Background: an optimization exercise with open tools, aiming at small area and a short achievable clock period. Do not read the settings as production practice. Only simulation tests tie the RTL to the original design; equivalence was not proved. Power figures rest on the tool's default switching activity, not on a simulated workload.

===== design/flow/design.v =====
`default_nettype none
module fadd_p2 (input wire [31:0] x1,
		input wire [31:0] x2,
		output reg [31:0] y,
		output reg 	  ovf,
		input wire 	  clk,
		input wire 	  rstn);
   wire s1 = x1[31];
    wire s2 = x2[31];
    wire [7:0] e1 = x1[30:23];
    wire [7:0] e2 = x2[30:23];
    wire [22:0] m1 = x1[22:0];
    wire [22:0] m2 = x2[22:0];
    wire [24:0] m1a = (e1 == 0) ? {2'b00, m1} : {2'b01, m1};
    wire [24:0] m2a = (e2 == 0) ? {2'b00, m2} : {2'b01, m2};
    wire [7:0] e1a = (e1 == 0) ? 1 : e1;
    wire [7:0] e2a = (e2 == 0) ? 1 : e2;
    wire [7:0] e2ai = ~e2a;
    wire [8:0] te = {1'b0, e1a} + {1'b0, e2ai};
    wire ce = te[8] ? 0 : 1;
    wire [7:0] te1 = te + 1; 
    wire [7:0] tde = (ce == 0) ? te1[7:0] : (~te[7:0]);
    wire [4:0] de = (|tde[7:5]) ? 31 : tde[4:0]; 
    wire sel = (de != 0) ? ce :
               (m1a > m2a) ? 0 : 1;
    wire [24:0] ms = sel ? m2a : m1a;
    wire [24:0] mi = sel ? m1a : m2a;
    wire [7:0] es = sel ? e2a : e1a;
    wire [7:0] ei = sel ? e1a : e2a;
    wire [55:0] mie = {mi, 31'b0};
    wire [55:0] mia = mie[55:0] >> de;
    wire [26:0] mye = (s1 == s2) ? {ms, 2'b0} + mia[55:29] : {ms, 2'b0} - mia[55:29];
    wire [7:0] esi = es + 1;
    wire [26:0] myd = (~mye[26]) ? mye :
                      (&esi) ? {2'b01, 25'b0} : (mye >> 1); 
    wire [7:0] eyd = (~mye[26]) ? es :
                     (&esi) ? 255 : esi; 
    wire tstck = |(mia[28:0]);
    wire stck = (~mye[26]) ? tstck :
                (&esi) ? 1'b0 : (tstck || mye[0]); 
    wire [4:0] se= myd[25] ? 0 :
                   myd[24] ? 1 :
                   myd[23] ? 2 :
                   myd[22] ? 3 :
                   myd[21] ? 4 :
                   myd[20] ? 5 :
                   myd[19] ? 6 :
                   myd[18] ? 7 :
                   myd[17] ? 8 :
                   myd[16] ? 9 :
                   myd[15] ? 10 :
                   myd[14] ? 11 :
                   myd[13] ? 12 :
                   myd[12] ? 13 :
                   myd[11] ? 14 :
                   myd[10] ? 15 :
                   myd[9] ? 16 :
                   myd[8] ? 17 :
                   myd[7] ? 18 :
                   myd[6] ? 19 :
                   myd[5] ? 20 :
                   myd[4] ? 21 :
                   myd[3] ? 22 :
                   myd[2] ? 23 :
                   myd[1] ? 24 :
                   myd[0] ? 25 : 26; 
    reg [7:0] eydreg;
    reg stckreg;
    reg selreg;
    reg [4:0] sereg;
    reg [26:0] mydreg;
    reg s1reg; 
    reg s2reg; 
    reg [7:0] e1reg;
    reg [7:0] e2reg;
    reg [22:0] m1reg;
    reg [22:0] m2reg;
    wire ss = selreg ? s2reg : s1reg;
    wire [8:0] eyf =  {1'b0, eydreg} - {4'b0, sereg};
    wire [7:0] eyr = (eyf[8] || (~(|eyf))) ? 8'b0 : eyf[7:0];
    wire [26:0] myf = (eyf[8] || (~(|eyf))) ? (mydreg << (eydreg[4:0] - 1)) : (mydreg << sereg);
    wire [24:0] myr = (myf[1] == 1 && myf[0] == 0 && stckreg == 0 && myf[2] == 1)
                    || (myf[1] == 1 && myf[0] == 0 && s1reg == s2reg && stckreg ==1)
                    || (myf[1] == 1 && myf[0] == 1)
                    ? myf[26:2] + 25'b1
                    : myf[26:2];
    wire [7:0] enri = eyr + 8'b1;
    wire [7:0] ey = (myr[24]) ? enri[7:0] :
                   (~(|myr[23:0]))  ? 0 : eyr;
    wire [22:0] my = (myr[24]) ? 23'b0 :
                   (~(|myr[23:0])) ? 23'b0 : myr[22:0];
    wire sy = ((ey == 0) && (my == 0)) ? (s1reg && s2reg) : ss;
    wire nzm1 = |(m1reg[22:0]);
    wire nzm2 = |(m2reg[22:0]);
    wire flag_e1 = (&e1reg) ? 1 : 0;  
    wire flag_e2 = (&e2reg) ? 1 : 0;
    reg [31:0] yr;
    assign yr = (flag_e1 && (~flag_e2)) ? {s1reg, 8'd255, nzm1, m1reg[21:0]} :
                       (flag_e2 && (~flag_e1)) ? {s2reg, 8'd255, nzm2, m2reg[21:0]} :
                       (flag_e1 && flag_e2 && nzm1) ? {s1reg, 8'd255, 1'b1, m1reg[21:0]} :
                       (flag_e1 && flag_e2 && nzm2) ? {s2reg, 8'd255, 1'b1, m2reg[21:0]} :
                       (flag_e1 && flag_e2 && (s1reg == s2reg)) ? {s1reg, 8'd255, 23'b0} :
                       (flag_e1 && flag_e2) ? {1'b1, 8'd255, 1'b1, 22'b0} : {sy, ey, my};
    reg ovfr;
    assign ovfr = ~(flag_e1) && ~(flag_e2) && (&ey) ? 1 : 0;
    always @(posedge clk) begin
        if (~rstn) begin
        y <= 0;
	    ovf <= 0;
        s1reg <= 0;
        s2reg <= 0;
        e1reg <= 0;
        e2reg <= 0;
        m1reg <= 0;
        m2reg <= 0;
        eydreg <= 0;
        stckreg <= 0;
        selreg <= 0;
        sereg <= 0;
        mydreg <= 0;
        end else begin
        s1reg <= s1;
        s2reg <= s2;
        e1reg <= e1;
        e2reg <= e2;
        m1reg <= m1;
        m2reg <= m2;
        eydreg <= eyd;
        stckreg <= stck;
        selreg <= sel;
        sereg <= se;
        mydreg <= myd;
        y <= yr;
        ovf <= ovfr;
        end
    end
endmodule
`default_nettype wire

===== design/flow/run.sh =====
#!/bin/bash
# synth_recipe.tcl (not shown) runs the flow's synth.tcl, then flattens the netlist and writes it again
# the make line also repeats each setting of config.mk as NAME=value (left out here)
make -C /OpenROAD-flow-scripts/flow DESIGN_CONFIG=/design/flow/config.mk WORK_HOME=/design/flow/orfs CLKGATE_MAP_FILE= SYNTH_SCRIPT=/design/flow/synth_recipe.tcl finish

===== design/flow/config.mk =====
export PLATFORM = sky130hd
export DESIGN_NAME = fadd_p2
export DESIGN_NICKNAME = fadd_p2
export VERILOG_FILES = /design/flow/design.v
export SDC_FILE = /design/flow/constraint.sdc
export NUM_CORES = 4
export LEC_CHECK = 0
export CAP_MARGIN = 20
export CORE_MARGIN = 2
export CORE_UTILIZATION = 45
export PLACE_DENSITY = 0.6
export SLEW_MARGIN = 20

===== design/flow/constraint.sdc =====
create_clock -name core_clock -period 15.0 [get_ports {clk}]
set_input_delay 3.0000 -clock core_clock [delete_from_list [all_inputs] [get_ports {clk}]]
set_output_delay 3.0000 -clock core_clock [all_outputs]
set_load 0.01 [all_outputs]

==> results.toml <==
[logic_synthesis]
mappedNetlistNets = 2434
yosys_register_bits = 138
ys_dominant_reg_cell = "sky130_fd_sc_hd__dfxtp_1"
yosysWarnings = 3
synth-seq-area-share = 0.172
yosys.area_share.simple = 0.283
avgSynthCellArea_um2 = 7.08
yosys.cell_types.count = 123
dominant_combinational_cell_family_by_area_after_synthesis = "compound AO/OA/AOI/OAI gates"
post_synth_instance_area_um2 = 16100
synthXorXnorAreaFrac = 0.0436
synth_edf_count = 0
synthArstFlopShare = 0
post_synth_fa_ha_maj_area_fraction = 0.0760
synth-compound-area-share = 0.306
muxShareOfSynthArea = 0.0574
syn-instance-count = 2272

[cts]
worst_skew_pair.late_latency_ns = 0.44
cts_tree = "built"
cts.hold.buffers_added = 0
clk_pin_slew_ns = 0.06
cts-htree-levels = 4
post_cts.resized_instances = 0
clock_tree.buffer_depth = 2
cts_root_buffer = "sky130_fd_sc_hd__clkbuf_16"
post_cts.repair.setup_buffers = 0
clock-sinks = 138
cts_buffers = 17

[finish]
fin_cells = 2764
nNetsFinal = 2453
post_route_cells_drive_above_1_share = 0.0769
n_antenna_cell = 0
syn2layout_area_growth_pct = 11.7
fill_cells = 3629

[route]
drtPass1Iterations = 6
route.final.wire_length_um = 66000
postRouteAntennaNets = 0
first_iter_violations = 2189
routedWlPerCell_um = 23.9
drt-vias-per-instance = 6.57
via_count = 18200
drt_drc_violations_left = 0

[floorplanning]
starting_density_of_the_core = 0.455
die-area_um2 = 37300
placeableCoreArea_um2 = 35400
placementRows = 69
die_h_um = 193
floorplan.io_pins = 99
die_w_um = 193

[place]
port-buffer-count = 98
post-place-cells = 2732
gp_routability_congestion = 1.00
dpl.hpwl_um = 52800

[critical_path]
timing.critical_path.to_type = "register"
critical_path.slowest_cell = "sky130_fd_sc_hd__o21ai_2"
crit_path_start = "x2[24]"
cp_data_required_time_ns = 15.36
worstPathArrival_ns = 13.97
worstSetupPathType = "in -> reg"
crit_path_most_repeated_cell = "sky130_fd_sc_hd__nor2_1"
max_incr_delay_on_cp_ns = 0.74
worst-path-max-fanout = 35
critical_path.startpoint_type = "input port"
timing.rr.start = "eydreg[0]$_SDFF_PN0_"

[sta]
finalCritPeriodShare = 0.907
fmax_mhz = 73.5
setup-violations-final = 0
slew_headroom = 0.255
timing.setup.tns_ns = 0
rsz0062_at_grt = "no"
hold_fails_final_rpt = 0
timing.final.max_slew_violations = 0
fin_worst_skew_ns = 0.0147
worst_slew_pin_slew_ns = 1.11
post-route-min-period_ns = 13.61

[power_and_ir_drop]
power_leakage_nw = 7.25
p_per_area_nw_per_um2 = 144
ir_worst_vdd_v = 0.0000744

[job]
drv.max_cap_violation_count = 0

[worst_hold_path]
hold_path.startpoint = "m2reg[12]$_SDFF_PN0_"
timing.hold.worst.class = "reg -> reg"

[global_routing]
grt_use_total = 0.350
grt_pass1_wl_um = 100000
initial_antenna_violation_count = 1
grt_overflow_total = 0
grt_max_degree = 70
first_global_vias = 17000

[status]
outcome = "complete, no violations"
-- kinds of logic after synthesis --
family                     Yosys count
buffers and inverters              232
and+or+nand+nor                    917
AOI/OAI and AO/OA                  723
xor gates and xnor gates            78
adders and majority gates           96
DFF                                138
muxes                               88
-- cell type report --
class | count | area, µm² | area share
multi-input cells | 1902 | 12400 | 0.690
flip-flops and latches | 138 | 2760 | 0.154
repair buffers | 129 | 1220 | 0.0677
well taps | 461 | 577 | 0.0321
clock buffers | 18 | 439 | 0.0244
inverters | 103 | 392 | 0.0218
clock inverters | 13 | 179 | 0.00995
-- worst paths after layout --
check | to | slack (ns) | cells after the start
worst min-delay path | y[12]$_SDFF_PN0_ | 0.54 | 2
worst max register to register | y[16]$_SDFF_PN0_ | 6.24 | 28
worst max-delay path | sereg[2]$_SDFF_PP0_ | 1.39 | 43
worst min register to register | y[12]$_SDFF_PN0_ | 0.54 | 2
-- stage by stage --
step           setup slack [ns]  area, µm²  hold WS, ns  power [mW]  utilization
2_1_floorplan              3.45      16100        0.444        1.60            -
3_3_place_gp               1.43      17300        0.531        2.10        0.490
3_5_place_dp               1.19      17300        0.536        2.09        0.490
4_1_cts                    1.61      17900        0.540        2.54        0.507
5_1_grt                   0.338      18000        0.560        2.72        0.508
6_report                   1.39      18000        0.542        2.58        0.508
-- worst max-delay path: cells and delay by family --
| kind | cells | cell delay, ns |
|---|---|---|
| AOI/OAI and AO/OA | 20 | 5.37 |
| adders and majority gates | 4 | 1.09 |
| buffers and inverters | 3 | 1.02 |
| muxes | 3 | 0.82 |
| xor gates and xnor gates | 1 | 0.12 |
| and+or+nand+nor | 12 | 2.53 |
-- Yosys cell counts, drive strengths merged, types with 30 or more instances --
master	n	area, µm²
a211oi	34	273
a21oi	171	875
a31oi	30	218
and2	58	363
and3	39	245
buf	42	269
clkbuf	87	330
dfxtp	138	2760
ha	93	1160
inv	101	379
mux2i	67	683
nand2	229	880
nand3	72	375
nor2	272	1040
nor3	79	415
nor4	31	221
o211ai	31	243
o21ai	168	848
xnor2	54	473
-- sequential cells by signal (all words and copies together), names as in the netlist --
| register | count |
|---|---|
| y | 32 |
| mydreg | 26 |
| m1reg | 23 |
| m2reg | 23 |
| e1reg | 8 |
| e2reg | 8 |
| eydreg | 8 |
| sereg | 5 |
| ovf | 1 |
| s1reg | 1 |
| s2reg | 1 |
| selreg | 1 |
| stckreg | 1 |
-- power breakdown --
part,switching (mW),internal [mW]
logic,1.09,0.594
registers,0.0381,0.424
clock network,0.168,0.269
total,1.29,1.29
-- metal layers --
layer  vias up  share of wire  global-route usage
met5         -              0                   0
met4         0          0.061               0.200
met3       187          0.067              0.0351
met2       955           0.45               0.557
met1      8593           0.43               0.463
li1       8423              -                   -
-- placed cells by master, fill, tap and decap left out, types with 30 or more instances in the layout --
master                            netlist  final
sky130_fd_sc_hd__buf_4                 14     30
sky130_fd_sc_hd__nand3_1               69     69
sky130_fd_sc_hd__and3_1                38     38
sky130_fd_sc_hd__mux2i_1               66     64
sky130_fd_sc_hd__nand2_1              225    225
sky130_fd_sc_hd__clkdlybuf4s50_1        0     97
sky130_fd_sc_hd__and2_1                58     58
sky130_fd_sc_hd__ha_1                  93     93
sky130_fd_sc_hd__dfxtp_1              138    138
sky130_fd_sc_hd__inv_1                100    100
sky130_fd_sc_hd__xnor2_1               54     53
sky130_fd_sc_hd__o21ai_0              154    154
sky130_fd_sc_hd__nor2_1               267    267
sky130_fd_sc_hd__nor3_1                75     73
sky130_fd_sc_hd__a211oi_1              32     32
sky130_fd_sc_hd__a21oi_1              166    166

==> re-timing with driven ports <==
In the flow no input, the clock included, has a driving cell. The finished layout below was timed again as built, in two steps.
Step 1 sets driving cells, clkbuf_16 on the clock port and buf_2 on the other inputs (assumed; they add their load-dependent delay and slew).
Step 2, shift: input delay + t, output delay - t, t = (earliest + latest rising clock arrival at the registers) / 2. This alone moves slack from input paths to output paths.
Three values: no drivers, after step 1, after step 2; two values: the first two.
t (ns): 0.481
slack for setup (ns): 1.392 / 1.424 / 0.943
hold slack, ns: 0.542 / 0.542 / 0.542
clock arrival spread, ns: 0.015 / 0.015
worst slew at a driven data input, ns: 0.05
After both steps setup and hold are still met in this run. The setup slack of this run moves by +0.032 ns with the drivers and by -0.449 ns with both steps.
